What follows belongs to an exercise in optimizing a design on an open flow for small area and a short achievable clock period; a production flow would make more cautious choices.
Only simulation tests tie the RTL to the original design; equivalence was not proved.

[flow/run.sh]
#!/bin/bash
# synth_recipe.tcl (not shown) runs the flow's synth.tcl, then flattens the netlist and writes it again
# the make line also repeats each setting of config.mk as NAME=value (left out here)
make -C /OpenROAD-flow-scripts/flow DESIGN_CONFIG=/design/flow/config.mk WORK_HOME=/design/flow/orfs CLKGATE_MAP_FILE= SYNTH_SCRIPT=/design/flow/synth_recipe.tcl finish
[flow/config.mk]
export PLATFORM = sky130hd
export DESIGN_NAME = desiredDrive_reg
export DESIGN_NICKNAME = desiredDrive_reg
export VERILOG_FILES = /design/flow/design.v
export SDC_FILE = /design/flow/constraint.sdc
export NUM_CORES = 4
export LEC_CHECK = 0
export CAP_MARGIN = 20
export CORE_MARGIN = 2
export CORE_UTILIZATION = 40
export SLEW_MARGIN = 20
[flow/constraint.sdc]
create_clock -name core_clock -period 13.0 [get_ports {clk}]
set_input_delay 2.6000 -clock core_clock [delete_from_list [all_inputs] [get_ports {clk}]]
set_output_delay 2.6000 -clock core_clock [all_outputs]
set_load 0.01 [all_outputs]
[flow/design.v]
module incline_sat(
    input [12:0] incline,
    output [9:0] incline_sat
);
assign incline_sat = (~incline[12] && |incline[12:9]) ? 10'h1FF : 
                    (incline[12] && ~(&incline[12:9])) ? 10'h200 : incline[9:0];
endmodule
module desiredDrive(
    input [11:0] avg_torque,
    input [4:0] cadence,
    input not_pedaling,
    input [12:0] incline,
    input [2:0] scale,
    output [11:0] target_curr
);
localparam TORQUE_MIN = 12'h380;
localparam TOO_SMALL = 5'h05;
logic [9:0] inc_sat;
incline_sat i1( .incline(incline), .incline_sat(inc_sat));
logic [10:0] incline_factor;
assign incline_factor = {inc_sat[9], inc_sat[9:0]} + 11'd256;
logic [8:0] incline_factor_limit;
assign incline_factor_limit = (incline_factor[10] == 1'b1) ? 9'h000 : (incline_factor[9]) ? 9'h1FF : incline_factor[8:0];
logic [5:0] cadence_factor;
assign cadence_factor = (|cadence[4:1]) ? ({1'b0, cadence} + 6'd32) : 6'h00;
logic [12:0]torque_off;
assign torque_off = {1'b0, avg_torque} - {1'b0, TORQUE_MIN};
logic [12:0] torque_pos;
assign torque_pos = (torque_off[12] == 1'b1) ? 12'h000 : torque_off[11:0];
logic [30:0]assist_prod;
assign assist_prod = not_pedaling ? 30'h00000000 : (torque_pos * incline_factor_limit * cadence_factor * scale);
assign target_curr = (|assist_prod[29:27]) ? 12'hFFF : assist_prod[26:15];
endmodule
module desiredDrive_reg(
    input clk, rst_n,
    input [11:0] avg_torque,
    input [4:0] cadence,
    input not_pedaling,
    input [12:0] incline,
    input [2:0] scale,
    output logic [11:0] target_curr
);
logic [11:0] avg_torque_r;
logic [4:0] cadence_r;
logic not_pedaling_r;
logic [12:0] incline_r;
logic [2:0] scale_r;
logic [11:0] target_curr_nxt;
always_ff @(posedge clk, negedge rst_n) begin
    if (!rst_n) begin
        avg_torque_r <= 12'h000;
        cadence_r <= 5'h00;
        not_pedaling_r <= 1'b0;
        incline_r <= 13'h0000;
        scale_r <= 3'h0;
    end
    else begin
        avg_torque_r <= avg_torque;
        cadence_r <= cadence;
        not_pedaling_r <= not_pedaling;
        incline_r <= incline;
        scale_r <= scale;
    end
end
desiredDrive iDD(.avg_torque(avg_torque_r), .cadence(cadence_r), .not_pedaling(not_pedaling_r),
                 .incline(incline_r), .scale(scale_r), .target_curr(target_curr_nxt));
always_ff @(posedge clk, negedge rst_n) begin
    if (!rst_n)
        target_curr <= 12'h000;
    else
        target_curr <= target_curr_nxt;
end
endmodule
==> impl_metrics.toml <==
[drt]
drtAntennaViolNets = 0
drtIter0Drc = 541
wire_per_inst_um = 14.5
via_per_inst = 5.07
finalWirelength_um = 25000
drc = 0
vias = 8770
drt_first_pass_iters = 5

[clocking]
clockBufferDepth = 2
cts.clk_slew.worst_paths_ns = 0.09
cts_sinks = 46
cts_tree = "yes"
clockRootBuffer = "clkbuf_16"
cts-buffers-inserted = 5
htreeDepth = 2
cts-hold-fix-buffers = 0
clock_latency_ns = 0.32

[die]
rows = 60
die_area_mm2 = 0.0291
die_w_um = 171
ioPinCount = 48
die_h_um = 171
core_mm2 = 0.0271
start_util = 0.409

[setup_path]
rrSetupSlack_ns = 0.89
startpoint_type = "register"
critical-path-top-delay-family = "adder cells"
crit_buf_inv = 10
slowest_delay_ns = 0.54
crit_path_start = "incline_r[11]"
arrival_ns = 12.29
crit_required_ns = 13.18
reg2reg_depth = 49
slowest_stage = "a21oi_1"
path_depth = 49
crit_end = "target_curr[6]"
r2r-start = "incline_r[11]"
critPathMostFrequentCell = "fa_1"
r2r-end = "target_curr[6]"
cp-end-kind = "register"
worstPathMaxFanout = 12
worst-setup-path-type = "register to register"

[synthesis]
ys_async_sr_fraction = 1.00
synth_area_mm2 = 0.0111
ys_types = 65
syn_avg_cell_area_um2 = 8.38
synth_seq_cells = 46
ys_seq_area_frac = 0.104
synth_edf_count = 0
synth-main-ff-cell = "dfrtp_1"
synth_fp_nets = 1643
postSynthCellCount = 1324
ys_warn_count = 1

[placement]
place_congestion = 0.860
port_buffers = 47
dp.cells = 1719
dp_hpwl_um = 20400

[global_routing]
grt_pass1_wl_um = 44500
globalRouteOverflowTotal = 0
grt_max_degree = 47
antenna_found_initial = 0
grtUsageTotal = 0.188
grt_pass1_vias = 9185

[timing]
setup-tns-final_ns = 0
post-route-period-util = 0.931
hold_viol = 0
setup_viol = 0
rsz0062_at_grt = "no"
worst_slew_pin_slew_ns = 0.954
max_freq_mhz = 82.6
slew_headroom = 0.364
finalClockSkew_ns = 0.0172
report.final.slew_viol_count = 0
finalCriticalPeriod_ns = 12.11

[run_status]
run_status = "complete, no violations"

[layout]
final_util = 0.449
fin_cells = 1729
seq_area_mm2 = 0.00115
multiInputGateArea_mm2 = 0.00887
n_antenna_cell = 0
fillers = 2686
areaGrowthSynthToFinish_pct = 9.58
drive_gt1_frac = 0.0376
fin_nets = 1675

[min_path]
min-delay-path-class = "register to register"

[run]
maxCapViolCount = 0
logic make-up (layout without fill, tap and decap cells):
group / count (synthesis) / count (layout) / share of synthesized area
and+or+nand+nor: 477 / 477 / 0.205
xor gates and xnor gates: 45 / 45 / 0.0355
muxes: 6 / 6 / 0.00553
DFF: 46 / 46 / 0.104
adders and majority gates: 283 / 283 / 0.437
buffers and inverters: 287 / 320 / 0.0985
AOI/OAI and AO/OA: 180 / 180 / 0.115
worst register-to-register path: cells and delay by family (launching register included):
family,cells,cell delay [ns]
and+or+nand+nor,8,1.20
xor gates and xnor gates,2,0.34
AOI/OAI and AO/OA,17,3.85
DFF,1,0.42
buffers and inverters,10,0.87
adders and majority gates,12,5.33
placed cells by master, fill, tap and decap left out, types with 5 or more instances in the layout:
cell type / Yosys / final
ha_1: 109 / 108
nor3_1: 19 / 19
inv_1: 249 / 249
and3_1: 11 / 11
buf_4: 0 / 16
xor2_1: 19 / 19
clkdlybuf4s50_1: 0 / 46
or2_2: 7 / 7
nand2b_1: 9 / 9
fa_1: 174 / 174
nand4_1: 6 / 6
o2111ai_1: 6 / 6
mux2i_1: 5 / 5
nand3_1: 40 / 40
a21oi_1: 51 / 49
nor3b_1: 6 / 6
nor2_1: 81 / 81
o21ai_0: 32 / 31
a21o_1: 30 / 30
nand2_1: 201 / 201
and2_1: 60 / 60
clkbuf_16: 0 / 5
dfrtp_1: 46 / 46
a211oi_1: 10 / 10
xnor2_1: 26 / 26
a31oi_1: 8 / 8
nor2b_1: 13 / 13
synthesized netlist by cell type, types with 19 or more instances:
cell      number  area [um^2]
clkbuf_1      35          131
xnor2_1       26          228
fa_1         174         3480
nand2_1      201          754
nor3_1        19         95.1
xor2_1        19          166
nor2_1        81          304
and2_1        60          375
inv_1        249          935
nand3_1       40          200
a21o_1        30          225
a21oi_1       51          255
ha_1         109         1360
dfrtp_1       46         1150
o21ai_0       32          160
routing by layer:
metal / wire length (um) / track usage / part of all wire
met1: 12000 / 0.264 / 0.48
met5: 0 / 0 / 0
met3: 1220 / 0.0310 / 0.049
met4: 259 / 0.0334 / 0.010
met2: 11500 / 0.309 / 0.46
metrics by stage:
step	hold slack, ns	worst slack, ns	instance area [um^2]
6_report	0.770	0.894	12200
5_1_grt	0.820	0.0646	12200
4_1_cts	0.781	0.607	12100
3_5_place_dp	0.757	0.692	12000
3_3_place_gp	0.744	0.871	12000
2_1_floorplan	0.501	1.58	11100
sequential cells by signal, indices dropped and copies added (netlist names):
register        flops
not_pedaling_r      1
scale_r             3
avg_torque_r       12
target_curr        12
cadence_r           5
incline_r          13
how the worst min path moves through the flow:
stage / end / cells after the start / startpoint
2_1_floorplan: target_curr[3] / 1 / not_pedaling_r
3_3_place_gp: target_curr[9] / 1 / not_pedaling_r
3_5_place_dp: target_curr[10] / 1 / not_pedaling_r
4_1_cts: target_curr[2] / 1 / not_pedaling_r
5_1_grt: target_curr[5] / 1 / not_pedaling_r
6_report: target_curr[4] / 1 / not_pedaling_r
area by class of cell:
| class | instances | area share |
|---|---|---|
| clock buffer | 5 | 0.0103 |
| timing repair buffer | 63 | 0.0482 |
| multi-input combinational | 991 | 0.730 |
| tap | 372 | 0.0383 |
| sequential | 46 | 0.0947 |
| clock inverter | 3 | 0.00216 |
| inverter | 249 | 0.0769 |
what timing repair did:
action	in CTS	in global routing
gates resized for setup	0	7
endpoints found under the setup margin	0	12
hold endpoints to repair	0	0
buffers inserted	0	2

separate check: timing with driven ports:
The results above use ideal ports. As a check the final layout listed here was re-extracted and re-timed, cells and wires unchanged. Step 1, drivers: a clkbuf_16 drives clk and a buf_2 each remaining input, both assumed. Step 2 adds t to the input delays and takes it off the output delays; t is the mean of the earliest and latest rising clock arrival at the registers after step 1. Input paths then give back, and output paths get back, about the clock's delay inside the block. a / b / c = ideal ports / drivers / drivers and shift; a / b = the first two.
t, ns: 0.367
setup slack, ns: 0.894 / 0.894 / 0.894
clock arrival spread, ns: 0.017 / 0.018
worst data-port slew with drivers (ns): 0.06
After both steps this run still meets setup and hold. The setup slack of this run moves by 0.000 ns with the drivers and by 0.000 ns with both steps.
